Source: an optimization exercise on an open RTL-to-GDS flow (aim: small area). Production flows keep margins and buffers that such runs may drop. Only simulation tests tie the RTL to the original design; equivalence was not proved. Power figures rest on the tool's default switching activity, not on a simulated workload.

$ cat flow/flow/run.sh
#!/bin/bash
# Standard ORFS layout (the standard.sh: standard synthesis, floorplan,
# placement, CTS, routing), with one change: the buffers that buffer_ports
# puts on every input and output port are the smallest plain buffer
# (sky130_fd_sc_hd__buf_1) instead of the cell the resizer picks by default.
set -euo pipefail
cd "$(dirname "$0")/.."
bash standard.sh "BUFFER_PORTS_ARGS=-buffer_cell sky130_fd_sc_hd__buf_1" finish > make_finish.log 2>&1
$ cat flow/standard.sh
#!/bin/bash
# synth_recipe.tcl (not shown) runs the flow's synth.tcl, then flattens the netlist and writes it again
# the make line also repeats each setting of config.mk as NAME=value (left out here)
make -C /OpenROAD-flow-scripts/flow DESIGN_CONFIG=/design/flow/config.mk WORK_HOME=/design/flow/orfs CLKGATE_MAP_FILE= SYNTH_SCRIPT=/design/flow/synth_recipe.tcl "${@:-finish}"
$ cat flow/design.v
module lif_neuron (
    input  wire        clk,
    input  wire        rst,
    input  wire [15:0] threshold,
    input  wire [15:0] leak_rate,
    input  wire [7:0]  refractory,
    input  wire        leaky_enable,
    input  wire        reset_on_spike,
    input  wire [15:0] input_neuron_id,
    input  wire [7:0]  synapse_weight,
    input  wire        spike_in_valid,
    output wire        spike_in_ready,
    output reg  [15:0] output_neuron_id,
    output reg         spike_out_valid,
    input  wire        spike_out_ready,
    input  wire [15:0] neuron_id,
    output wire [15:0] membrane_potential,
    output wire        in_refractory,
    output wire [7:0]  refract_counter
);
    localparam S_IDLE = 2'd0, S_INT = 2'd1, S_SPK = 2'd2, S_REF = 2'd3;
    reg  [15:0] membrane;
    reg  [7:0]  cnt;
    reg  [1:0]  state;
    wire is_ref  = |cnt;
    wire st_idle = (state == S_IDLE);
    wire st_int  = (state == S_INT);
    wire st_spk  = (state == S_SPK);
    wire st_ref  = (state == S_REF);
    wire fire = st_spk & spike_out_ready;           
    wire leak = st_idle & leaky_enable;
    wire [14:0] leak_res;
    lif_leak u_leak (.m(membrane[14:0]), .l(leak_rate), .y(leak_res));
    wire [15:0] addend = ({16{st_int}} & {{8{synapse_weight[7]}}, synapse_weight})
                       | ({16{fire}} & ~threshold);
    wire [15:0] sum;
    wire [16:0] ac;
    assign ac[0] = fire;
    genvar gi;
    generate
        for (gi = 0; gi < 16; gi = gi + 1) begin : g_add
            lif_fa u_fa (.a(membrane[gi]), .b(addend[gi]), .c(ac[gi]), .s(sum[gi]), .co(ac[gi + 1]));
        end
    endgenerate
    wire clr = rst | (leak & membrane[15]) | (fire & reset_on_spike);
    wire [15:0] m_next = clr ? 16'd0 : leak ? {1'b0, leak_res} : sum;
    wire [16:0] gc;
    assign gc[0] = 1'b1;
    generate
        for (gi = 0; gi < 16; gi = gi + 1) begin : g_cmp
            wire ma = (gi == 15) ? ~membrane[gi] : membrane[gi];
            wire tb = (gi == 15) ? threshold[gi] : ~threshold[gi];
            assign gc[gi + 1] = (ma & tb) | (ma & gc[gi]) | (tb & gc[gi]);
        end
    endgenerate
    wire ge = gc[16];
    assign spike_in_ready = !is_ref && !st_spk;
    always @(posedge clk) begin
        membrane <= m_next;
        if (rst) begin
            state <= S_IDLE;
            cnt <= 8'd0;
            spike_out_valid <= 1'b0;
            output_neuron_id <= 16'd0;
        end else begin
            spike_out_valid <= st_spk & !spike_out_ready;
            if (fire)
                cnt <= refractory;
            else
                cnt <= cnt - {7'd0, is_ref};
            if (st_int & ge)
                output_neuron_id <= neuron_id;
            case (state)
                S_IDLE: if (spike_in_valid) state <= S_INT;
                S_INT:  state <= ge ? S_SPK : S_IDLE;
                S_SPK:  if (spike_out_ready) state <= S_REF;
                S_REF:  if (!is_ref) state <= S_IDLE;
            endcase
        end
    end
    assign membrane_potential = membrane;
    assign in_refractory = is_ref;
    assign refract_counter = cnt;
endmodule
module lif_leak (
    input  wire [14:0] m,
    input  wire [15:0] l,
    output wire [14:0] y
);
    wire pp_0_0 = ~(m[0] & l[0]);
    wire pp_0_1 = ~(m[0] & l[1]);
    wire pp_0_2 = ~(m[0] & l[2]);
    wire pp_0_3 = ~(m[0] & l[3]);
    wire pp_0_4 = ~(m[0] & l[4]);
    wire pp_0_5 = ~(m[0] & l[5]);
    wire pp_0_6 = ~(m[0] & l[6]);
    wire pp_0_7 = ~(m[0] & l[7]);
    wire pp_0_8 = ~(m[0] & l[8]);
    wire pp_0_9 = ~(m[0] & l[9]);
    wire pp_0_10 = ~(m[0] & l[10]);
    wire pp_0_11 = ~(m[0] & l[11]);
    wire pp_0_12 = ~(m[0] & l[12]);
    wire pp_0_13 = ~(m[0] & l[13]);
    wire pp_0_14 = ~(m[0] & l[14]);
    wire pp_0_15 = ~(m[0] & l[15]);
    wire pp_1_0 = ~(m[1] & l[0]);
    wire pp_1_1 = ~(m[1] & l[1]);
    wire pp_1_2 = ~(m[1] & l[2]);
    wire pp_1_3 = ~(m[1] & l[3]);
    wire pp_1_4 = ~(m[1] & l[4]);
    wire pp_1_5 = ~(m[1] & l[5]);
    wire pp_1_6 = ~(m[1] & l[6]);
    wire pp_1_7 = ~(m[1] & l[7]);
    wire pp_1_8 = ~(m[1] & l[8]);
    wire pp_1_9 = ~(m[1] & l[9]);
    wire pp_1_10 = ~(m[1] & l[10]);
    wire pp_1_11 = ~(m[1] & l[11]);
    wire pp_1_12 = ~(m[1] & l[12]);
    wire pp_1_13 = ~(m[1] & l[13]);
    wire pp_1_14 = ~(m[1] & l[14]);
    wire pp_1_15 = ~(m[1] & l[15]);
    wire pp_2_0 = ~(m[2] & l[0]);
    wire pp_2_1 = ~(m[2] & l[1]);
    wire pp_2_2 = ~(m[2] & l[2]);
    wire pp_2_3 = ~(m[2] & l[3]);
    wire pp_2_4 = ~(m[2] & l[4]);
    wire pp_2_5 = ~(m[2] & l[5]);
    wire pp_2_6 = ~(m[2] & l[6]);
    wire pp_2_7 = ~(m[2] & l[7]);
    wire pp_2_8 = ~(m[2] & l[8]);
    wire pp_2_9 = ~(m[2] & l[9]);
    wire pp_2_10 = ~(m[2] & l[10]);
    wire pp_2_11 = ~(m[2] & l[11]);
    wire pp_2_12 = ~(m[2] & l[12]);
    wire pp_2_13 = ~(m[2] & l[13]);
    wire pp_2_14 = ~(m[2] & l[14]);
    wire pp_2_15 = ~(m[2] & l[15]);
    wire pp_3_0 = ~(m[3] & l[0]);
    wire pp_3_1 = ~(m[3] & l[1]);
    wire pp_3_2 = ~(m[3] & l[2]);
    wire pp_3_3 = ~(m[3] & l[3]);
    wire pp_3_4 = ~(m[3] & l[4]);
    wire pp_3_5 = ~(m[3] & l[5]);
    wire pp_3_6 = ~(m[3] & l[6]);
    wire pp_3_7 = ~(m[3] & l[7]);
    wire pp_3_8 = ~(m[3] & l[8]);
    wire pp_3_9 = ~(m[3] & l[9]);
    wire pp_3_10 = ~(m[3] & l[10]);
    wire pp_3_11 = ~(m[3] & l[11]);
    wire pp_3_12 = ~(m[3] & l[12]);
    wire pp_3_13 = ~(m[3] & l[13]);
    wire pp_3_14 = ~(m[3] & l[14]);
    wire pp_3_15 = ~(m[3] & l[15]);
    wire pp_4_0 = ~(m[4] & l[0]);
    wire pp_4_1 = ~(m[4] & l[1]);
    wire pp_4_2 = ~(m[4] & l[2]);
    wire pp_4_3 = ~(m[4] & l[3]);
    wire pp_4_4 = ~(m[4] & l[4]);
    wire pp_4_5 = ~(m[4] & l[5]);
    wire pp_4_6 = ~(m[4] & l[6]);
    wire pp_4_7 = ~(m[4] & l[7]);
    wire pp_4_8 = ~(m[4] & l[8]);
    wire pp_4_9 = ~(m[4] & l[9]);
    wire pp_4_10 = ~(m[4] & l[10]);
    wire pp_4_11 = ~(m[4] & l[11]);
    wire pp_4_12 = ~(m[4] & l[12]);
    wire pp_4_13 = ~(m[4] & l[13]);
    wire pp_4_14 = ~(m[4] & l[14]);
    wire pp_4_15 = ~(m[4] & l[15]);
    wire pp_5_0 = ~(m[5] & l[0]);
    wire pp_5_1 = ~(m[5] & l[1]);
    wire pp_5_2 = ~(m[5] & l[2]);
    wire pp_5_3 = ~(m[5] & l[3]);
    wire pp_5_4 = ~(m[5] & l[4]);
    wire pp_5_5 = ~(m[5] & l[5]);
    wire pp_5_6 = ~(m[5] & l[6]);
    wire pp_5_7 = ~(m[5] & l[7]);
    wire pp_5_8 = ~(m[5] & l[8]);
    wire pp_5_9 = ~(m[5] & l[9]);
    wire pp_5_10 = ~(m[5] & l[10]);
    wire pp_5_11 = ~(m[5] & l[11]);
    wire pp_5_12 = ~(m[5] & l[12]);
    wire pp_5_13 = ~(m[5] & l[13]);
    wire pp_5_14 = ~(m[5] & l[14]);
    wire pp_5_15 = ~(m[5] & l[15]);
    wire pp_6_0 = ~(m[6] & l[0]);
    wire pp_6_1 = ~(m[6] & l[1]);
    wire pp_6_2 = ~(m[6] & l[2]);
    wire pp_6_3 = ~(m[6] & l[3]);
    wire pp_6_4 = ~(m[6] & l[4]);
    wire pp_6_5 = ~(m[6] & l[5]);
    wire pp_6_6 = ~(m[6] & l[6]);
    wire pp_6_7 = ~(m[6] & l[7]);
    wire pp_6_8 = ~(m[6] & l[8]);
    wire pp_6_9 = ~(m[6] & l[9]);
    wire pp_6_10 = ~(m[6] & l[10]);
    wire pp_6_11 = ~(m[6] & l[11]);
    wire pp_6_12 = ~(m[6] & l[12]);
    wire pp_6_13 = ~(m[6] & l[13]);
    wire pp_6_14 = ~(m[6] & l[14]);
    wire pp_6_15 = ~(m[6] & l[15]);
    wire pp_7_0 = ~(m[7] & l[0]);
    wire pp_7_1 = ~(m[7] & l[1]);
    wire pp_7_2 = ~(m[7] & l[2]);
    wire pp_7_3 = ~(m[7] & l[3]);
    wire pp_7_4 = ~(m[7] & l[4]);
    wire pp_7_5 = ~(m[7] & l[5]);
    wire pp_7_6 = ~(m[7] & l[6]);
    wire pp_7_7 = ~(m[7] & l[7]);
    wire pp_7_8 = ~(m[7] & l[8]);
    wire pp_7_9 = ~(m[7] & l[9]);
    wire pp_7_10 = ~(m[7] & l[10]);
    wire pp_7_11 = ~(m[7] & l[11]);
    wire pp_7_12 = ~(m[7] & l[12]);
    wire pp_7_13 = ~(m[7] & l[13]);
    wire pp_7_14 = ~(m[7] & l[14]);
    wire pp_7_15 = ~(m[7] & l[15]);
    wire pp_8_0 = ~(m[8] & l[0]);
    wire pp_8_1 = ~(m[8] & l[1]);
    wire pp_8_2 = ~(m[8] & l[2]);
    wire pp_8_3 = ~(m[8] & l[3]);
    wire pp_8_4 = ~(m[8] & l[4]);
    wire pp_8_5 = ~(m[8] & l[5]);
    wire pp_8_6 = ~(m[8] & l[6]);
    wire pp_8_7 = ~(m[8] & l[7]);
    wire pp_8_8 = ~(m[8] & l[8]);
    wire pp_8_9 = ~(m[8] & l[9]);
    wire pp_8_10 = ~(m[8] & l[10]);
    wire pp_8_11 = ~(m[8] & l[11]);
    wire pp_8_12 = ~(m[8] & l[12]);
    wire pp_8_13 = ~(m[8] & l[13]);
    wire pp_8_14 = ~(m[8] & l[14]);
    wire pp_8_15 = ~(m[8] & l[15]);
    wire pp_9_0 = ~(m[9] & l[0]);
    wire pp_9_1 = ~(m[9] & l[1]);
    wire pp_9_2 = ~(m[9] & l[2]);
    wire pp_9_3 = ~(m[9] & l[3]);
    wire pp_9_4 = ~(m[9] & l[4]);
    wire pp_9_5 = ~(m[9] & l[5]);
    wire pp_9_6 = ~(m[9] & l[6]);
    wire pp_9_7 = ~(m[9] & l[7]);
    wire pp_9_8 = ~(m[9] & l[8]);
    wire pp_9_9 = ~(m[9] & l[9]);
    wire pp_9_10 = ~(m[9] & l[10]);
    wire pp_9_11 = ~(m[9] & l[11]);
    wire pp_9_12 = ~(m[9] & l[12]);
    wire pp_9_13 = ~(m[9] & l[13]);
    wire pp_9_14 = ~(m[9] & l[14]);
    wire pp_9_15 = ~(m[9] & l[15]);
    wire pp_10_0 = ~(m[10] & l[0]);
    wire pp_10_1 = ~(m[10] & l[1]);
    wire pp_10_2 = ~(m[10] & l[2]);
    wire pp_10_3 = ~(m[10] & l[3]);
    wire pp_10_4 = ~(m[10] & l[4]);
    wire pp_10_5 = ~(m[10] & l[5]);
    wire pp_10_6 = ~(m[10] & l[6]);
    wire pp_10_7 = ~(m[10] & l[7]);
    wire pp_10_8 = ~(m[10] & l[8]);
    wire pp_10_9 = ~(m[10] & l[9]);
    wire pp_10_10 = ~(m[10] & l[10]);
    wire pp_10_11 = ~(m[10] & l[11]);
    wire pp_10_12 = ~(m[10] & l[12]);
    wire pp_10_13 = ~(m[10] & l[13]);
    wire pp_10_14 = ~(m[10] & l[14]);
    wire pp_10_15 = ~(m[10] & l[15]);
    wire pp_11_0 = ~(m[11] & l[0]);
    wire pp_11_1 = ~(m[11] & l[1]);
    wire pp_11_2 = ~(m[11] & l[2]);
    wire pp_11_3 = ~(m[11] & l[3]);
    wire pp_11_4 = ~(m[11] & l[4]);
    wire pp_11_5 = ~(m[11] & l[5]);
    wire pp_11_6 = ~(m[11] & l[6]);
    wire pp_11_7 = ~(m[11] & l[7]);
    wire pp_11_8 = ~(m[11] & l[8]);
    wire pp_11_9 = ~(m[11] & l[9]);
    wire pp_11_10 = ~(m[11] & l[10]);
    wire pp_11_11 = ~(m[11] & l[11]);
    wire pp_11_12 = ~(m[11] & l[12]);
    wire pp_11_13 = ~(m[11] & l[13]);
    wire pp_11_14 = ~(m[11] & l[14]);
    wire pp_11_15 = ~(m[11] & l[15]);
    wire pp_12_0 = ~(m[12] & l[0]);
    wire pp_12_1 = ~(m[12] & l[1]);
    wire pp_12_2 = ~(m[12] & l[2]);
    wire pp_12_3 = ~(m[12] & l[3]);
    wire pp_12_4 = ~(m[12] & l[4]);
    wire pp_12_5 = ~(m[12] & l[5]);
    wire pp_12_6 = ~(m[12] & l[6]);
    wire pp_12_7 = ~(m[12] & l[7]);
    wire pp_12_8 = ~(m[12] & l[8]);
    wire pp_12_9 = ~(m[12] & l[9]);
    wire pp_12_10 = ~(m[12] & l[10]);
    wire pp_12_11 = ~(m[12] & l[11]);
    wire pp_12_12 = ~(m[12] & l[12]);
    wire pp_12_13 = ~(m[12] & l[13]);
    wire pp_12_14 = ~(m[12] & l[14]);
    wire pp_12_15 = ~(m[12] & l[15]);
    wire pp_13_0 = ~(m[13] & l[0]);
    wire pp_13_1 = ~(m[13] & l[1]);
    wire pp_13_2 = ~(m[13] & l[2]);
    wire pp_13_3 = ~(m[13] & l[3]);
    wire pp_13_4 = ~(m[13] & l[4]);
    wire pp_13_5 = ~(m[13] & l[5]);
    wire pp_13_6 = ~(m[13] & l[6]);
    wire pp_13_7 = ~(m[13] & l[7]);
    wire pp_13_8 = ~(m[13] & l[8]);
    wire pp_13_9 = ~(m[13] & l[9]);
    wire pp_13_10 = ~(m[13] & l[10]);
    wire pp_13_11 = ~(m[13] & l[11]);
    wire pp_13_12 = ~(m[13] & l[12]);
    wire pp_13_13 = ~(m[13] & l[13]);
    wire pp_13_14 = ~(m[13] & l[14]);
    wire pp_13_15 = ~(m[13] & l[15]);
    wire pp_14_0 = ~(m[14] & l[0]);
    wire pp_14_1 = ~(m[14] & l[1]);
    wire pp_14_2 = ~(m[14] & l[2]);
    wire pp_14_3 = ~(m[14] & l[3]);
    wire pp_14_4 = ~(m[14] & l[4]);
    wire pp_14_5 = ~(m[14] & l[5]);
    wire pp_14_6 = ~(m[14] & l[6]);
    wire pp_14_7 = ~(m[14] & l[7]);
    wire pp_14_8 = ~(m[14] & l[8]);
    wire pp_14_9 = ~(m[14] & l[9]);
    wire pp_14_10 = ~(m[14] & l[10]);
    wire pp_14_11 = ~(m[14] & l[11]);
    wire pp_14_12 = ~(m[14] & l[12]);
    wire pp_14_13 = ~(m[14] & l[13]);
    wire pp_14_14 = ~(m[14] & l[14]);
    wire pp_14_15 = ~(m[14] & l[15]);
    wire hs1 = ~(pp_0_13 ^ pp_1_12);
    wire hc2 = pp_0_13 | pp_1_12;
    wire fs3, fc4;
    lif_fa u_fs3 (.a(pp_0_14), .b(pp_1_13), .c(pp_2_12), .s(fs3), .co(fc4));
    wire hs5 = ~(pp_3_11 ^ pp_4_10);
    wire hc6 = pp_3_11 | pp_4_10;
    wire fs7, fc8;
    lif_fa u_fs7 (.a(pp_0_15), .b(pp_1_14), .c(pp_2_13), .s(fs7), .co(fc8));
    wire fs9, fc10;
    lif_fa u_fs9 (.a(pp_3_12), .b(pp_4_11), .c(pp_5_10), .s(fs9), .co(fc10));
    wire fs11, fc12;
    lif_fa u_fs11 (.a(m[0]), .b(pp_1_15), .c(pp_2_14), .s(fs11), .co(fc12));
    wire fs13, fc14;
    lif_fa u_fs13 (.a(pp_3_13), .b(pp_4_12), .c(pp_5_11), .s(fs13), .co(fc14));
    wire fs15, fc16;
    lif_fa u_fs15 (.a(m[1]), .b(pp_2_15), .c(pp_3_14), .s(fs15), .co(fc16));
    wire hs17 = ~(pp_4_13 ^ pp_5_12);
    wire hc18 = pp_4_13 | pp_5_12;
    wire fs19, fc20;
    lif_fa u_fs19 (.a(m[2]), .b(pp_3_15), .c(pp_4_14), .s(fs19), .co(fc20));
    wire hs21 = ~(pp_0_9 ^ pp_1_8);
    wire hc22 = pp_0_9 | pp_1_8;
    wire fs23, fc24;
    lif_fa u_fs23 (.a(pp_0_10), .b(pp_1_9), .c(pp_2_8), .s(fs23), .co(fc24));
    wire hs25 = ~(pp_3_7 ^ pp_4_6);
    wire hc26 = pp_3_7 | pp_4_6;
    wire fs27, fc28;
    lif_fa u_fs27 (.a(pp_0_11), .b(pp_1_10), .c(pp_2_9), .s(fs27), .co(fc28));
    wire fs29, fc30;
    lif_fa u_fs29 (.a(pp_3_8), .b(pp_4_7), .c(pp_5_6), .s(fs29), .co(fc30));
    wire hs31 = ~(pp_6_5 ^ pp_7_4);
    wire hc32 = pp_6_5 | pp_7_4;
    wire fs33, fc34;
    lif_fa u_fs33 (.a(pp_0_12), .b(pp_1_11), .c(pp_2_10), .s(fs33), .co(fc34));
    wire fs35, fc36;
    lif_fa u_fs35 (.a(pp_3_9), .b(pp_4_8), .c(pp_5_7), .s(fs35), .co(fc36));
    wire fs37, fc38;
    lif_fa u_fs37 (.a(pp_6_6), .b(pp_7_5), .c(pp_8_4), .s(fs37), .co(fc38));
    wire hs39 = ~(pp_9_3 ^ pp_10_2);
    wire hc40 = pp_9_3 | pp_10_2;
    wire fs41, fc42;
    lif_fa u_fs41 (.a(pp_2_11), .b(pp_3_10), .c(pp_4_9), .s(fs41), .co(fc42));
    wire fs43, fc44;
    lif_fa u_fs43 (.a(pp_5_8), .b(pp_6_7), .c(pp_7_6), .s(fs43), .co(fc44));
    wire fs45, fc46;
    lif_fa u_fs45 (.a(pp_8_5), .b(pp_9_4), .c(pp_10_3), .s(fs45), .co(fc46));
    wire fs47, fc48;
    lif_fa u_fs47 (.a(pp_11_2), .b(pp_12_1), .c(pp_13_0), .s(fs47), .co(fc48));
    wire fs49, fc50;
    lif_fa u_fs49 (.a(pp_5_9), .b(pp_6_8), .c(pp_7_7), .s(fs49), .co(fc50));
    wire fs51, fc52;
    lif_fa u_fs51 (.a(pp_8_6), .b(pp_9_5), .c(pp_10_4), .s(fs51), .co(fc52));
    wire fs53, fc54;
    lif_fa u_fs53 (.a(pp_11_3), .b(pp_12_2), .c(pp_13_1), .s(fs53), .co(fc54));
    wire fs55, fc56;
    lif_fa u_fs55 (.a(pp_14_0), .b(hs5), .c(hc2), .s(fs55), .co(fc56));
    wire fs57, fc58;
    lif_fa u_fs57 (.a(pp_6_9), .b(pp_7_8), .c(pp_8_7), .s(fs57), .co(fc58));
    wire fs59, fc60;
    lif_fa u_fs59 (.a(pp_9_6), .b(pp_10_5), .c(pp_11_4), .s(fs59), .co(fc60));
    wire fs61, fc62;
    lif_fa u_fs61 (.a(pp_12_3), .b(pp_13_2), .c(pp_14_1), .s(fs61), .co(fc62));
    wire fs63, fc64;
    lif_fa u_fs63 (.a(hc6), .b(fs7), .c(fs9), .s(fs63), .co(fc64));
    wire fs65, fc66;
    lif_fa u_fs65 (.a(pp_6_10), .b(pp_7_9), .c(pp_8_8), .s(fs65), .co(fc66));
    wire fs67, fc68;
    lif_fa u_fs67 (.a(pp_9_7), .b(pp_10_6), .c(pp_11_5), .s(fs67), .co(fc68));
    wire fs69, fc70;
    lif_fa u_fs69 (.a(pp_12_4), .b(pp_13_3), .c(pp_14_2), .s(fs69), .co(fc70));
    wire fs71, fc72;
    lif_fa u_fs71 (.a(fs11), .b(fs13), .c(fc8), .s(fs71), .co(fc72));
    wire fs73, fc74;
    lif_fa u_fs73 (.a(pp_6_11), .b(pp_7_10), .c(pp_8_9), .s(fs73), .co(fc74));
    wire fs75, fc76;
    lif_fa u_fs75 (.a(pp_9_8), .b(pp_10_7), .c(pp_11_6), .s(fs75), .co(fc76));
    wire fs77, fc78;
    lif_fa u_fs77 (.a(pp_12_5), .b(pp_13_4), .c(pp_14_3), .s(fs77), .co(fc78));
    wire fs79, fc80;
    lif_fa u_fs79 (.a(hs17), .b(fs15), .c(fc12), .s(fs79), .co(fc80));
    wire fs81, fc82;
    lif_fa u_fs81 (.a(pp_5_13), .b(pp_6_12), .c(pp_7_11), .s(fs81), .co(fc82));
    wire fs83, fc84;
    lif_fa u_fs83 (.a(pp_8_10), .b(pp_9_9), .c(pp_10_8), .s(fs83), .co(fc84));
    wire fs85, fc86;
    lif_fa u_fs85 (.a(pp_11_7), .b(pp_12_6), .c(pp_13_5), .s(fs85), .co(fc86));
    wire fs87, fc88;
    lif_fa u_fs87 (.a(pp_14_4), .b(hc18), .c(fs19), .s(fs87), .co(fc88));
    wire fs89, fc90;
    lif_fa u_fs89 (.a(m[3]), .b(pp_4_15), .c(pp_5_14), .s(fs89), .co(fc90));
    wire fs91, fc92;
    lif_fa u_fs91 (.a(pp_6_13), .b(pp_7_12), .c(pp_8_11), .s(fs91), .co(fc92));
    wire fs93, fc94;
    lif_fa u_fs93 (.a(pp_9_10), .b(pp_10_9), .c(pp_11_8), .s(fs93), .co(fc94));
    wire fs95, fc96;
    lif_fa u_fs95 (.a(pp_12_7), .b(pp_13_6), .c(pp_14_5), .s(fs95), .co(fc96));
    wire fs97, fc98;
    lif_fa u_fs97 (.a(m[4]), .b(pp_5_15), .c(pp_6_14), .s(fs97), .co(fc98));
    wire fs99, fc100;
    lif_fa u_fs99 (.a(pp_7_13), .b(pp_8_12), .c(pp_9_11), .s(fs99), .co(fc100));
    wire fs101, fc102;
    lif_fa u_fs101 (.a(pp_10_10), .b(pp_11_9), .c(pp_12_8), .s(fs101), .co(fc102));
    wire fs103, fc104;
    lif_fa u_fs103 (.a(m[5]), .b(pp_6_15), .c(pp_7_14), .s(fs103), .co(fc104));
    wire fs105, fc106;
    lif_fa u_fs105 (.a(pp_8_13), .b(pp_9_12), .c(pp_10_11), .s(fs105), .co(fc106));
    wire fs107, fc108;
    lif_fa u_fs107 (.a(m[6]), .b(pp_7_15), .c(pp_8_14), .s(fs107), .co(fc108));
    wire hs109 = ~(pp_0_6 ^ pp_1_5);
    wire hc110 = pp_0_6 | pp_1_5;
    wire fs111, fc112;
    lif_fa u_fs111 (.a(pp_0_7), .b(pp_1_6), .c(pp_2_5), .s(fs111), .co(fc112));
    wire hs113 = ~(pp_3_4 ^ pp_4_3);
    wire hc114 = pp_3_4 | pp_4_3;
    wire fs115, fc116;
    lif_fa u_fs115 (.a(pp_0_8), .b(pp_1_7), .c(pp_2_6), .s(fs115), .co(fc116));
    wire fs117, fc118;
    lif_fa u_fs117 (.a(pp_3_5), .b(pp_4_4), .c(pp_5_3), .s(fs117), .co(fc118));
    wire hs119 = ~(pp_6_2 ^ pp_7_1);
    wire hc120 = pp_6_2 | pp_7_1;
    wire fs121, fc122;
    lif_fa u_fs121 (.a(pp_2_7), .b(pp_3_6), .c(pp_4_5), .s(fs121), .co(fc122));
    wire fs123, fc124;
    lif_fa u_fs123 (.a(pp_5_4), .b(pp_6_3), .c(pp_7_2), .s(fs123), .co(fc124));
    wire fs125, fc126;
    lif_fa u_fs125 (.a(pp_8_1), .b(pp_9_0), .c(hs21), .s(fs125), .co(fc126));
    wire fs127, fc128;
    lif_fa u_fs127 (.a(pp_5_5), .b(pp_6_4), .c(pp_7_3), .s(fs127), .co(fc128));
    wire fs129, fc130;
    lif_fa u_fs129 (.a(pp_8_2), .b(pp_9_1), .c(pp_10_0), .s(fs129), .co(fc130));
    wire fs131, fc132;
    lif_fa u_fs131 (.a(hs25), .b(hc22), .c(fs23), .s(fs131), .co(fc132));
    wire fs133, fc134;
    lif_fa u_fs133 (.a(pp_8_3), .b(pp_9_2), .c(pp_10_1), .s(fs133), .co(fc134));
    wire fs135, fc136;
    lif_fa u_fs135 (.a(pp_11_0), .b(hs31), .c(hc26), .s(fs135), .co(fc136));
    wire fs137, fc138;
    lif_fa u_fs137 (.a(fs27), .b(fs29), .c(fc24), .s(fs137), .co(fc138));
    wire fs139, fc140;
    lif_fa u_fs139 (.a(pp_11_1), .b(pp_12_0), .c(hs39), .s(fs139), .co(fc140));
    wire fs141, fc142;
    lif_fa u_fs141 (.a(hc32), .b(fs33), .c(fs35), .s(fs141), .co(fc142));
    wire fs143, fc144;
    lif_fa u_fs143 (.a(fs37), .b(fc28), .c(fc30), .s(fs143), .co(fc144));
    wire fs145, fc146;
    lif_fa u_fs145 (.a(hs1), .b(hc40), .c(fs41), .s(fs145), .co(fc146));
    wire fs147, fc148;
    lif_fa u_fs147 (.a(fs43), .b(fs45), .c(fs47), .s(fs147), .co(fc148));
    wire fs149, fc150;
    lif_fa u_fs149 (.a(fc34), .b(fc36), .c(fc38), .s(fs149), .co(fc150));
    wire fs151, fc152;
    lif_fa u_fs151 (.a(fs3), .b(fs49), .c(fs51), .s(fs151), .co(fc152));
    wire fs153, fc154;
    lif_fa u_fs153 (.a(fs53), .b(fc42), .c(fc44), .s(fs153), .co(fc154));
    wire fs155, fc156;
    lif_fa u_fs155 (.a(fc46), .b(fc48), .c(fs55), .s(fs155), .co(fc156));
    wire fs157, fc158;
    lif_fa u_fs157 (.a(fc4), .b(fs57), .c(fs59), .s(fs157), .co(fc158));
    wire fs159, fc160;
    lif_fa u_fs159 (.a(fs61), .b(fc50), .c(fc52), .s(fs159), .co(fc160));
    wire fs161, fc162;
    lif_fa u_fs161 (.a(fc54), .b(fc56), .c(fs63), .s(fs161), .co(fc162));
    wire fs163, fc164;
    lif_fa u_fs163 (.a(fc10), .b(fs65), .c(fs67), .s(fs163), .co(fc164));
    wire fs165, fc166;
    lif_fa u_fs165 (.a(fs69), .b(fc58), .c(fc60), .s(fs165), .co(fc166));
    wire fs167, fc168;
    lif_fa u_fs167 (.a(fc62), .b(fs71), .c(fc64), .s(fs167), .co(fc168));
    wire fs169, fc170;
    lif_fa u_fs169 (.a(fc14), .b(fs73), .c(fs75), .s(fs169), .co(fc170));
    wire fs171, fc172;
    lif_fa u_fs171 (.a(fs77), .b(fc66), .c(fc68), .s(fs171), .co(fc172));
    wire fs173, fc174;
    lif_fa u_fs173 (.a(fc70), .b(fs79), .c(fc72), .s(fs173), .co(fc174));
    wire fs175, fc176;
    lif_fa u_fs175 (.a(fc16), .b(fs81), .c(fs83), .s(fs175), .co(fc176));
    wire fs177, fc178;
    lif_fa u_fs177 (.a(fs85), .b(fc74), .c(fc76), .s(fs177), .co(fc178));
    wire fs179, fc180;
    lif_fa u_fs179 (.a(fc78), .b(fs87), .c(fc80), .s(fs179), .co(fc180));
    wire fs181, fc182;
    lif_fa u_fs181 (.a(fc20), .b(fs89), .c(fs91), .s(fs181), .co(fc182));
    wire fs183, fc184;
    lif_fa u_fs183 (.a(fs93), .b(fs95), .c(fc82), .s(fs183), .co(fc184));
    wire fs185, fc186;
    lif_fa u_fs185 (.a(fc84), .b(fc86), .c(fc88), .s(fs185), .co(fc186));
    wire fs187, fc188;
    lif_fa u_fs187 (.a(pp_13_7), .b(pp_14_6), .c(fs97), .s(fs187), .co(fc188));
    wire fs189, fc190;
    lif_fa u_fs189 (.a(fs99), .b(fs101), .c(fc90), .s(fs189), .co(fc190));
    wire fs191, fc192;
    lif_fa u_fs191 (.a(fc92), .b(fc94), .c(fc96), .s(fs191), .co(fc192));
    wire fs193, fc194;
    lif_fa u_fs193 (.a(pp_11_10), .b(pp_12_9), .c(pp_13_8), .s(fs193), .co(fc194));
    wire fs195, fc196;
    lif_fa u_fs195 (.a(pp_14_7), .b(fs103), .c(fs105), .s(fs195), .co(fc196));
    wire fs197, fc198;
    lif_fa u_fs197 (.a(fc98), .b(fc100), .c(fc102), .s(fs197), .co(fc198));
    wire fs199, fc200;
    lif_fa u_fs199 (.a(pp_9_13), .b(pp_10_12), .c(pp_11_11), .s(fs199), .co(fc200));
    wire fs201, fc202;
    lif_fa u_fs201 (.a(pp_12_10), .b(pp_13_9), .c(pp_14_8), .s(fs201), .co(fc202));
    wire fs203, fc204;
    lif_fa u_fs203 (.a(fs107), .b(fc104), .c(fc106), .s(fs203), .co(fc204));
    wire fs205, fc206;
    lif_fa u_fs205 (.a(m[7]), .b(pp_8_15), .c(pp_9_14), .s(fs205), .co(fc206));
    wire fs207, fc208;
    lif_fa u_fs207 (.a(pp_10_13), .b(pp_11_12), .c(pp_12_11), .s(fs207), .co(fc208));
    wire fs209, fc210;
    lif_fa u_fs209 (.a(pp_13_10), .b(pp_14_9), .c(fc108), .s(fs209), .co(fc210));
    wire fs211, fc212;
    lif_fa u_fs211 (.a(m[8]), .b(pp_9_15), .c(pp_10_14), .s(fs211), .co(fc212));
    wire fs213, fc214;
    lif_fa u_fs213 (.a(pp_11_13), .b(pp_12_12), .c(pp_13_11), .s(fs213), .co(fc214));
    wire fs215, fc216;
    lif_fa u_fs215 (.a(m[9]), .b(pp_10_15), .c(pp_11_14), .s(fs215), .co(fc216));
    wire hs217 = ~(pp_0_4 ^ pp_1_3);
    wire hc218 = pp_0_4 | pp_1_3;
    wire fs219, fc220;
    lif_fa u_fs219 (.a(pp_0_5), .b(pp_1_4), .c(pp_2_3), .s(fs219), .co(fc220));
    wire hs221 = ~(pp_3_2 ^ pp_4_1);
    wire hc222 = pp_3_2 | pp_4_1;
    wire fs223, fc224;
    lif_fa u_fs223 (.a(pp_2_4), .b(pp_3_3), .c(pp_4_2), .s(fs223), .co(fc224));
    wire fs225, fc226;
    lif_fa u_fs225 (.a(pp_5_1), .b(pp_6_0), .c(hs109), .s(fs225), .co(fc226));
    wire fs227, fc228;
    lif_fa u_fs227 (.a(pp_5_2), .b(pp_6_1), .c(pp_7_0), .s(fs227), .co(fc228));
    wire fs229, fc230;
    lif_fa u_fs229 (.a(hs113), .b(hc110), .c(fs111), .s(fs229), .co(fc230));
    wire fs231, fc232;
    lif_fa u_fs231 (.a(pp_8_0), .b(hs119), .c(hc114), .s(fs231), .co(fc232));
    wire fs233, fc234;
    lif_fa u_fs233 (.a(fs115), .b(fs117), .c(fc112), .s(fs233), .co(fc234));
    wire fs235, fc236;
    lif_fa u_fs235 (.a(hc120), .b(fs121), .c(fs123), .s(fs235), .co(fc236));
    wire fs237, fc238;
    lif_fa u_fs237 (.a(fc116), .b(fc118), .c(fs125), .s(fs237), .co(fc238));
    wire fs239, fc240;
    lif_fa u_fs239 (.a(fs127), .b(fs129), .c(fc122), .s(fs239), .co(fc240));
    wire fs241, fc242;
    lif_fa u_fs241 (.a(fc124), .b(fc126), .c(fs131), .s(fs241), .co(fc242));
    wire fs243, fc244;
    lif_fa u_fs243 (.a(fs133), .b(fc128), .c(fc130), .s(fs243), .co(fc244));
    wire fs245, fc246;
    lif_fa u_fs245 (.a(fs135), .b(fs137), .c(fc132), .s(fs245), .co(fc246));
    wire fs247, fc248;
    lif_fa u_fs247 (.a(fc134), .b(fs139), .c(fc136), .s(fs247), .co(fc248));
    wire fs249, fc250;
    lif_fa u_fs249 (.a(fs141), .b(fs143), .c(fc138), .s(fs249), .co(fc250));
    wire fs251, fc252;
    lif_fa u_fs251 (.a(fc140), .b(fs145), .c(fs147), .s(fs251), .co(fc252));
    wire fs253, fc254;
    lif_fa u_fs253 (.a(fs149), .b(fc142), .c(fc144), .s(fs253), .co(fc254));
    wire fs255, fc256;
    lif_fa u_fs255 (.a(fs151), .b(fs153), .c(fc146), .s(fs255), .co(fc256));
    wire fs257, fc258;
    lif_fa u_fs257 (.a(fc148), .b(fc150), .c(fs155), .s(fs257), .co(fc258));
    wire fs259, fc260;
    lif_fa u_fs259 (.a(fs157), .b(fs159), .c(fc152), .s(fs259), .co(fc260));
    wire fs261, fc262;
    lif_fa u_fs261 (.a(fc154), .b(fc156), .c(fs161), .s(fs261), .co(fc262));
    wire fs263, fc264;
    lif_fa u_fs263 (.a(fs163), .b(fs165), .c(fc158), .s(fs263), .co(fc264));
    wire fs265, fc266;
    lif_fa u_fs265 (.a(fc160), .b(fs167), .c(fc162), .s(fs265), .co(fc266));
    wire fs267, fc268;
    lif_fa u_fs267 (.a(fs169), .b(fs171), .c(fc164), .s(fs267), .co(fc268));
    wire fs269, fc270;
    lif_fa u_fs269 (.a(fc166), .b(fs173), .c(fc168), .s(fs269), .co(fc270));
    wire fs271, fc272;
    lif_fa u_fs271 (.a(fs175), .b(fs177), .c(fc170), .s(fs271), .co(fc272));
    wire fs273, fc274;
    lif_fa u_fs273 (.a(fc172), .b(fs179), .c(fc174), .s(fs273), .co(fc274));
    wire fs275, fc276;
    lif_fa u_fs275 (.a(fs181), .b(fs183), .c(fc176), .s(fs275), .co(fc276));
    wire fs277, fc278;
    lif_fa u_fs277 (.a(fc178), .b(fs185), .c(fc180), .s(fs277), .co(fc278));
    wire fs279, fc280;
    lif_fa u_fs279 (.a(fs187), .b(fs189), .c(fs191), .s(fs279), .co(fc280));
    wire fs281, fc282;
    lif_fa u_fs281 (.a(fc182), .b(fc184), .c(fc186), .s(fs281), .co(fc282));
    wire fs283, fc284;
    lif_fa u_fs283 (.a(fs193), .b(fs195), .c(fs197), .s(fs283), .co(fc284));
    wire fs285, fc286;
    lif_fa u_fs285 (.a(fc188), .b(fc190), .c(fc192), .s(fs285), .co(fc286));
    wire fs287, fc288;
    lif_fa u_fs287 (.a(fs199), .b(fs201), .c(fc194), .s(fs287), .co(fc288));
    wire fs289, fc290;
    lif_fa u_fs289 (.a(fs203), .b(fc196), .c(fc198), .s(fs289), .co(fc290));
    wire fs291, fc292;
    lif_fa u_fs291 (.a(fs205), .b(fs207), .c(fc200), .s(fs291), .co(fc292));
    wire fs293, fc294;
    lif_fa u_fs293 (.a(fc202), .b(fs209), .c(fc204), .s(fs293), .co(fc294));
    wire fs295, fc296;
    lif_fa u_fs295 (.a(pp_14_10), .b(fs211), .c(fs213), .s(fs295), .co(fc296));
    wire fs297, fc298;
    lif_fa u_fs297 (.a(fc206), .b(fc208), .c(fc210), .s(fs297), .co(fc298));
    wire fs299, fc300;
    lif_fa u_fs299 (.a(pp_12_13), .b(pp_13_12), .c(pp_14_11), .s(fs299), .co(fc300));
    wire fs301, fc302;
    lif_fa u_fs301 (.a(fs215), .b(fc212), .c(fc214), .s(fs301), .co(fc302));
    wire fs303, fc304;
    lif_fa u_fs303 (.a(m[10]), .b(pp_11_15), .c(pp_12_14), .s(fs303), .co(fc304));
    wire fs305, fc306;
    lif_fa u_fs305 (.a(pp_13_13), .b(pp_14_12), .c(fc216), .s(fs305), .co(fc306));
    wire fs307, fc308;
    lif_fa u_fs307 (.a(m[11]), .b(pp_12_15), .c(pp_13_14), .s(fs307), .co(fc308));
    wire hs309 = ~(pp_0_3 ^ pp_1_2);
    wire hc310 = pp_0_3 | pp_1_2;
    wire fs311, fc312;
    lif_fa u_fs311 (.a(pp_2_2), .b(pp_3_1), .c(pp_4_0), .s(fs311), .co(fc312));
    wire fs313, fc314;
    lif_fa u_fs313 (.a(pp_5_0), .b(hs221), .c(hc218), .s(fs313), .co(fc314));
    wire fs315, fc316;
    lif_fa u_fs315 (.a(hc222), .b(fs223), .c(fc220), .s(fs315), .co(fc316));
    wire fs317, fc318;
    lif_fa u_fs317 (.a(fs227), .b(fc224), .c(fc226), .s(fs317), .co(fc318));
    wire fs319, fc320;
    lif_fa u_fs319 (.a(fc228), .b(fs231), .c(fs233), .s(fs319), .co(fc320));
    wire fs321, fc322;
    lif_fa u_fs321 (.a(fc232), .b(fs235), .c(fc234), .s(fs321), .co(fc322));
    wire fs323, fc324;
    lif_fa u_fs323 (.a(fs239), .b(fc236), .c(fc238), .s(fs323), .co(fc324));
    wire fs325, fc326;
    lif_fa u_fs325 (.a(fs243), .b(fc240), .c(fs245), .s(fs325), .co(fc326));
    wire fs327, fc328;
    lif_fa u_fs327 (.a(fc244), .b(fs247), .c(fs249), .s(fs327), .co(fc328));
    wire fs329, fc330;
    lif_fa u_fs329 (.a(fc248), .b(fs251), .c(fs253), .s(fs329), .co(fc330));
    wire fs331, fc332;
    lif_fa u_fs331 (.a(fs255), .b(fc252), .c(fc254), .s(fs331), .co(fc332));
    wire fs333, fc334;
    lif_fa u_fs333 (.a(fs259), .b(fc256), .c(fc258), .s(fs333), .co(fc334));
    wire fs335, fc336;
    lif_fa u_fs335 (.a(fs263), .b(fc260), .c(fs265), .s(fs335), .co(fc336));
    wire fs337, fc338;
    lif_fa u_fs337 (.a(fs267), .b(fc264), .c(fs269), .s(fs337), .co(fc338));
    wire fs339, fc340;
    lif_fa u_fs339 (.a(fs271), .b(fc268), .c(fs273), .s(fs339), .co(fc340));
    wire fs341, fc342;
    lif_fa u_fs341 (.a(fs275), .b(fc272), .c(fs277), .s(fs341), .co(fc342));
    wire fs343, fc344;
    lif_fa u_fs343 (.a(fs279), .b(fc276), .c(fs281), .s(fs343), .co(fc344));
    wire fs345, fc346;
    lif_fa u_fs345 (.a(fs283), .b(fs285), .c(fc280), .s(fs345), .co(fc346));
    wire fs347, fc348;
    lif_fa u_fs347 (.a(fs287), .b(fs289), .c(fc284), .s(fs347), .co(fc348));
    wire fs349, fc350;
    lif_fa u_fs349 (.a(fs291), .b(fc288), .c(fs293), .s(fs349), .co(fc350));
    wire fs351, fc352;
    lif_fa u_fs351 (.a(fs295), .b(fc292), .c(fs297), .s(fs351), .co(fc352));
    wire fs353, fc354;
    lif_fa u_fs353 (.a(fs299), .b(fs301), .c(fc296), .s(fs353), .co(fc354));
    wire fs355, fc356;
    lif_fa u_fs355 (.a(fs303), .b(fc300), .c(fs305), .s(fs355), .co(fc356));
    wire fs357, fc358;
    lif_fa u_fs357 (.a(pp_14_13), .b(fs307), .c(fc304), .s(fs357), .co(fc358));
    wire fs359, fc360;
    lif_fa u_fs359 (.a(m[12]), .b(pp_13_15), .c(pp_14_14), .s(fs359), .co(fc360));
    wire hs361 = ~(pp_0_2 ^ pp_1_1);
    wire hc362 = pp_0_2 | pp_1_1;
    wire fs363, fc364;
    lif_fa u_fs363 (.a(pp_2_1), .b(pp_3_0), .c(hs309), .s(fs363), .co(fc364));
    wire fs365, fc366;
    lif_fa u_fs365 (.a(hs217), .b(hc310), .c(fs311), .s(fs365), .co(fc366));
    wire fs367, fc368;
    lif_fa u_fs367 (.a(fs219), .b(fc312), .c(fs313), .s(fs367), .co(fc368));
    wire fs369, fc370;
    lif_fa u_fs369 (.a(fs225), .b(fc314), .c(fs315), .s(fs369), .co(fc370));
    wire fs371, fc372;
    lif_fa u_fs371 (.a(fs229), .b(fc316), .c(fs317), .s(fs371), .co(fc372));
    wire fs373, fc374;
    lif_fa u_fs373 (.a(fc230), .b(fc318), .c(fs319), .s(fs373), .co(fc374));
    wire fs375, fc376;
    lif_fa u_fs375 (.a(fs237), .b(fs321), .c(fc320), .s(fs375), .co(fc376));
    wire fs377, fc378;
    lif_fa u_fs377 (.a(fs241), .b(fc322), .c(fs323), .s(fs377), .co(fc378));
    wire fs379, fc380;
    lif_fa u_fs379 (.a(fc242), .b(fc324), .c(fs325), .s(fs379), .co(fc380));
    wire fs381, fc382;
    lif_fa u_fs381 (.a(fc246), .b(fs327), .c(fc326), .s(fs381), .co(fc382));
    wire fs383, fc384;
    lif_fa u_fs383 (.a(fc250), .b(fs329), .c(fc328), .s(fs383), .co(fc384));
    wire fs385, fc386;
    lif_fa u_fs385 (.a(fs257), .b(fs331), .c(fc330), .s(fs385), .co(fc386));
    wire fs387, fc388;
    lif_fa u_fs387 (.a(fs261), .b(fc332), .c(fs333), .s(fs387), .co(fc388));
    wire fs389, fc390;
    lif_fa u_fs389 (.a(fc262), .b(fc334), .c(fs335), .s(fs389), .co(fc390));
    wire fs391, fc392;
    lif_fa u_fs391 (.a(fc266), .b(fs337), .c(fc336), .s(fs391), .co(fc392));
    wire fs393, fc394;
    lif_fa u_fs393 (.a(fc270), .b(fs339), .c(fc338), .s(fs393), .co(fc394));
    wire fs395, fc396;
    lif_fa u_fs395 (.a(fc274), .b(fs341), .c(fc340), .s(fs395), .co(fc396));
    wire fs397, fc398;
    lif_fa u_fs397 (.a(fc278), .b(fs343), .c(fc342), .s(fs397), .co(fc398));
    wire fs399, fc400;
    lif_fa u_fs399 (.a(fc282), .b(fs345), .c(fc344), .s(fs399), .co(fc400));
    wire fs401, fc402;
    lif_fa u_fs401 (.a(fc286), .b(fs347), .c(fc346), .s(fs401), .co(fc402));
    wire fs403, fc404;
    lif_fa u_fs403 (.a(fc290), .b(fs349), .c(fc348), .s(fs403), .co(fc404));
    wire fs405, fc406;
    lif_fa u_fs405 (.a(fc294), .b(fs351), .c(fc350), .s(fs405), .co(fc406));
    wire fs407, fc408;
    lif_fa u_fs407 (.a(fc298), .b(fs353), .c(fc352), .s(fs407), .co(fc408));
    wire fs409, fc410;
    lif_fa u_fs409 (.a(fc302), .b(fs355), .c(fc354), .s(fs409), .co(fc410));
    wire fs411, fc412;
    lif_fa u_fs411 (.a(fc306), .b(fs357), .c(fc356), .s(fs411), .co(fc412));
    wire fs413, fc414;
    lif_fa u_fs413 (.a(fc308), .b(fs359), .c(fc358), .s(fs413), .co(fc414));
    wire fs415, fc416;
    lif_fa u_fs415 (.a(m[13]), .b(pp_14_15), .c(fc360), .s(fs415), .co(fc416));
    wire lc417 = (pp_0_0 & 1'b1) | (pp_0_0 & 1'b1) | (1'b1 & 1'b1);
    wire lc418 = (pp_0_1 & pp_1_0) | (pp_0_1 & lc417) | (pp_1_0 & lc417);
    wire lc419 = (pp_2_0 & hs361) | (pp_2_0 & lc418) | (hs361 & lc418);
    wire lc420 = (fs363 & hc362) | (fs363 & lc419) | (hc362 & lc419);
    wire lc421 = (fs365 & fc364) | (fs365 & lc420) | (fc364 & lc420);
    wire lc422 = (fs367 & fc366) | (fs367 & lc421) | (fc366 & lc421);
    wire lc423 = (fs369 & fc368) | (fs369 & lc422) | (fc368 & lc422);
    wire lc424 = (fs371 & fc370) | (fs371 & lc423) | (fc370 & lc423);
    wire lc425 = (fs373 & fc372) | (fs373 & lc424) | (fc372 & lc424);
    wire lc426 = (fs375 & fc374) | (fs375 & lc425) | (fc374 & lc425);
    wire lc427 = (fs377 & fc376) | (fs377 & lc426) | (fc376 & lc426);
    wire lc428 = (fs379 & fc378) | (fs379 & lc427) | (fc378 & lc427);
    wire lc429 = (fs381 & fc380) | (fs381 & lc428) | (fc380 & lc428);
    wire lc430 = (fs383 & fc382) | (fs383 & lc429) | (fc382 & lc429);
    wire lc431 = (fs385 & fc384) | (fs385 & lc430) | (fc384 & lc430);
    wire lc432 = (fs387 & fc386) | (fs387 & lc431) | (fc386 & lc431);
    wire hc433, hc433s;
    lif_fa u_hc433 (.a(fs389), .b(fc388), .c(lc432), .s(hc433s), .co(hc433));
    assign y[0] = hc433s;
    wire hc434, hc434s;
    lif_fa u_hc434 (.a(fs391), .b(fc390), .c(hc433), .s(hc434s), .co(hc434));
    assign y[1] = hc434s;
    wire hc435, hc435s;
    lif_fa u_hc435 (.a(fs393), .b(fc392), .c(hc434), .s(hc435s), .co(hc435));
    assign y[2] = hc435s;
    wire hc436, hc436s;
    lif_fa u_hc436 (.a(fs395), .b(fc394), .c(hc435), .s(hc436s), .co(hc436));
    assign y[3] = hc436s;
    wire hc437, hc437s;
    lif_fa u_hc437 (.a(fs397), .b(fc396), .c(hc436), .s(hc437s), .co(hc437));
    assign y[4] = hc437s;
    wire hc438, hc438s;
    lif_fa u_hc438 (.a(fs399), .b(fc398), .c(hc437), .s(hc438s), .co(hc438));
    assign y[5] = hc438s;
    wire hc439, hc439s;
    lif_fa u_hc439 (.a(fs401), .b(fc400), .c(hc438), .s(hc439s), .co(hc439));
    assign y[6] = hc439s;
    wire hc440, hc440s;
    lif_fa u_hc440 (.a(fs403), .b(fc402), .c(hc439), .s(hc440s), .co(hc440));
    assign y[7] = hc440s;
    wire hc441, hc441s;
    lif_fa u_hc441 (.a(fs405), .b(fc404), .c(hc440), .s(hc441s), .co(hc441));
    assign y[8] = hc441s;
    wire hc442, hc442s;
    lif_fa u_hc442 (.a(fs407), .b(fc406), .c(hc441), .s(hc442s), .co(hc442));
    assign y[9] = hc442s;
    wire hc443, hc443s;
    lif_fa u_hc443 (.a(fs409), .b(fc408), .c(hc442), .s(hc443s), .co(hc443));
    assign y[10] = hc443s;
    wire hc444, hc444s;
    lif_fa u_hc444 (.a(fs411), .b(fc410), .c(hc443), .s(hc444s), .co(hc444));
    assign y[11] = hc444s;
    wire hc445, hc445s;
    lif_fa u_hc445 (.a(fs413), .b(fc412), .c(hc444), .s(hc445s), .co(hc445));
    assign y[12] = hc445s;
    wire hc446, hc446s;
    lif_fa u_hc446 (.a(fs415), .b(fc414), .c(hc445), .s(hc446s), .co(hc446));
    assign y[13] = hc446s;
    assign y[14] = (m[14] ^ fc416 ^ hc446);
endmodule
module lif_fa (
    input  wire a,
    input  wire b,
    input  wire c,
    output wire s,
    output wire co
);
    assign s = a ^ b ^ c;
    assign co = (a & b) | (a & c) | (b & c);
endmodule
$ cat flow/constraint.sdc
create_clock -name core_clock -period 14.0 [get_ports {clk}]
set_input_delay 2.8000 -clock core_clock [delete_from_list [all_inputs] [get_ports {clk}]]
set_output_delay 2.8000 -clock core_clock [all_outputs]
set_load 0.01 [all_outputs]
$ cat flow/config.mk
export PLATFORM = sky130hd
export DESIGN_NAME = lif_neuron
export DESIGN_NICKNAME = lif_neuron
export VERILOG_FILES = /design/flow/design.v
export SDC_FILE = /design/flow/constraint.sdc
export NUM_CORES = 4
export LEC_CHECK = 0
export CAP_MARGIN = 20
export CORE_MARGIN = 2
export CORE_UTILIZATION = 40
export SLEW_MARGIN = 20
export SYNTH_HIERARCHICAL = 1
export SYNTH_MINIMUM_KEEP_SIZE = 0
==> results.tsv <==
metric	value	unit
area of the mapped netlist	8560	sq um
area grow syn2layout	8.67	%
CTS Buffer Depth	2	
Final nets	1276	
Design Power	2.21	mW
GRT Max-Usage Layer	met2	
DR vias	6408	
final hold vios	0	
pwr dens	238	nW/um^2
post-CTS resize count	0	
Peak VDD IR	0.000232	V
Total Routing Usage GR	21.7	%
met2 Resource Use GR	37.9	%
Arr. time, crit path	13200	ps
port bufs	112	
#FFs+latches synth	43	
1st-iter DRT viols	291	
Syn Inst Count	875	
Post-synth EDFFs	0	
Max Fclk	77.0	MHz
Async S/R FF share, synth	0	%
area fraction of the dominant cell type after synthesis	52.4	%
Root Driver	clkbuf_16	
final std cells w/o fill	1226	
largest family of logic cells by synthesized area	adder cells	
Unique masters post-synth	54	
unrepaired setup endpoints after global routing	no	
diode count	0	
area leader, netlist	fa_1	
DRC Markers	0	
Worst path max stage delay	580	ps
most frequent cell after synthesis	nand2_1	
synth cell count leaders	254 x nand2_1, 224 x fa_1, 47 x clkbuf_1, 45 x inv_1, 43 x dfxtp_1	
worst skew pair latency	290	ps
clock sinks	43	
DIE AREA	22600	sq um
Chip Width	150	um
initial core utilization	40.7	%
Avg Cell Area, Syn	9.78	sq um
Core Area	21000	sq um
largest net degree at the start of global routing	45	
Die Span Y	150	um
post-route ant nets	0	
xor/xnor share of the synthesized area	0.716	%
min-delay worst type	reg -> reg	
Post-Synthesis Net Count	1201	
TritonCTS Buffers	5	
Adder-Cell Fraction of Synth Area	55.1	%
Final Wtd Congestion	0.833	
most used cell, CP	fa_1	
H-tree level count	2	
HPWL after detailed placement	18300	um
Top FF cell, synth	dfxtp_1	
global routing usage on met1	29.8	%
final worst path period share	92.8	%
Setup crit start kind	input pin	
CP required	14210	ps
fin crit period	12990	ps
Worst Max-Slew Pin Slew	989	ps
initial antenna violation count	0	
relative slew slack	34.1	%
synth top area cells	fa_1 52%, nand2_1 11%, dfxtp_1 10%	
CTS Hold Buffers Added	0	
type of the worst setup path	in -> reg	
final WL	23300	um
first-pass GRT wire length	37400	um
CP Max Fanout	11	
final max-slew violation count	0	
Finish-stage setup viols	0	
WL/cell	19.0	um
P_leak	2.68	nW
setup TNS	0	ps
post-CTS setup buffer count	0	
Rows	53	
CTS tree	done	
met3 track demand over resource	1.94	%
nature of the critical path endpoint	flop	
sequential area share after synthesis	10.1	%
mux share of post-synthesis cell area	1.87	%
router iterations before antenna repair	7	
GR Overflow Total	0	
vias per inst	5.23	
number of global-route vias before repair	6942	
Clock Pin Slew Worst Setup and Hold Paths	70	ps
slowest cell on the critical path	fa_1	
layout cell share with drive strength beyond 1	5.47	%
Inst Count DP	1218	
I/O Pins	129	
skew final	7.62	ps
Ys Warns	7	
Simple-Gate Fraction of Synth Area	18.7	%
status	timing/DRC/antenna clean	
Max Cap Viol	0	
Synth Area in Compound Gates	6.39	%
## sequential cells by signal, indices dropped and copies added (netlist names), named ones only
register,flops
membrane,16
cnt,8
spike_out_valid,1
output_neuron_id,16
state,1
## critical path: cells and delay by family
family / cells / cell delay [ps]
compound gates: 4 / 1000
simple gates: 3 / 400
xor+xnor: 2 / 360
fa+ha+maj: 19 / 8110
buf+inv: 1 / 490
## layer usage
layer / routed length, um / part of all wire [%]
met1: 10100 / 43
met2: 11800 / 51
met3: 1110 / 4.7
met4: 337 / 1.4
met5: 0 / 0
## worst paths after layout
kind | start | end | slack (ps) | cells after the start
min | output_neuron_id[7]$_SDFFE_PP0P_ | output_neuron_id[7]$_SDFFE_PP0P_ | 470 | 2
max reg2reg | membrane[7]$_SDFF_PP0_ | membrane[14]$_SDFF_PP0_ | 3120 | 29
max | leak_rate[9] | membrane[14]$_SDFF_PP0_ | 1010 | 29
min reg2reg | output_neuron_id[7]$_SDFFE_PP0P_ | output_neuron_id[7]$_SDFFE_PP0P_ | 470 | 2
## logic make-up (layout without fill, tap and decap cells)
logic type | after synthesis | after routing
XOR/XNOR | 7 | 7
buffers and inverters | 125 | 201
flip-flops | 43 | 43
AND/OR/NAND/NOR | 361 | 361
multiplexers | 16 | 16
AO/OA/AOI/OAI | 80 | 80
adder cells (fa/ha/maj) | 243 | 243
## final cells by class
cell class                      instances  area [sq um]
Tap cell                              275           344
Clock inverter                          3          23.8
Timing Repair Buffer                  148           691
Multi-Input combinational cell        707          7090
Fill cell                            2026         11700
Sequential cell                        43           861
Inverter                               45           169
Clock buffer                            5           125
## cells in the final DEF, fill, tap and decap left out, types with 2 or more instances in the layout
| cell | count |
|---|---|
| nand2_1 | 254 |
| fa_1 | 224 |
| buf_1 | 112 |
| inv_1 | 45 |
| dfxtp_1 | 43 |
| nand2b_1 | 40 |
| buf_4 | 36 |
| and2_1 | 29 |
| a21oi_1 | 20 |
| nor2_1 | 17 |
| mux2i_1 | 16 |
| ha_1 | 16 |
| o21ai_0 | 13 |
| a211oi_1 | 8 |
| o31ai_1 | 7 |
| xnor2_1 | 6 |
| o22ai_1 | 5 |
| clkbuf_16 | 5 |
| nor2b_1 | 4 |
| a31oi_1 | 4 |
| o2111ai_1 | 3 |
| nand3_1 | 3 |
| o22a_1 | 3 |
| nor3_1 | 2 |
| maj3_1 | 2 |
| o221ai_1 | 2 |
| a221o_1 | 2 |
| or3_1 | 2 |
| a222oi_1 | 2 |
| clkinvlp_4 | 2 |
## where the power goes
| part | switching, mW | leakage (nW) | internal [mW] |
|---|---|---|---|
| registers | 0.0484 | 0.352 | 0.154 |
| clock network | 0.0523 | 0.0664 | 0.0667 |
| logic | 1.03 | 2.27 | 0.862 |
## per-module statistics from Yosys, one instance, submodules excluded
module,flops+latches,times used,area [sq um]
lif_fa,0,224,20.0
lif_neuron,43,1,2370
lif_leak,0,1,1710
## through the flow
stage | hold slack, ps | utilization, % | area, sq um | setup WS, ps
final | 473 | 44.2 | 9300 | 1010
after detailed placement | 464 | 43.5 | 9150 | 691
after CTS | 478 | 44.2 | 9300 | 992
after global placement | 458 | 43.5 | 9150 | 860
after global routing | 490 | 44.2 | 9300 | 578
after floorplan | 493 | - | 8560 | 1640

## separate check: timing with driven ports
Ports are ideal in the flow. The routed layout listed here was re-timed in OpenROAD.
Step 1 (the two cells are an assumption about what drives the block):
set clk [get_ports {clk}]
set_driving_cell -lib_cell sky130_fd_sc_hd__clkbuf_16 $clk
set_driving_cell -lib_cell sky130_fd_sc_hd__buf_2 [delete_from_list [all_inputs] $clk]
Step 2 also shifts input and output timing later by t, the mid clock arrival at the registers, as if the neighbouring blocks saw the same clock.
Slacks: no drivers / after step 1 / after step 2; pairs: no drivers / after step 1.
t, ns: 0.320
setup slack, ns: 1.011 / 1.009 / 0.689
worst register clock-pin slew, ns: 0.07 / 0.07
worst data-port slew with drivers (ns): 0.05
cell pins on the clock port's net: 1
After both steps setup and hold are still met in this run. The setup slack of this run moves by -0.002 ns with the drivers and by -0.322 ns with both steps.
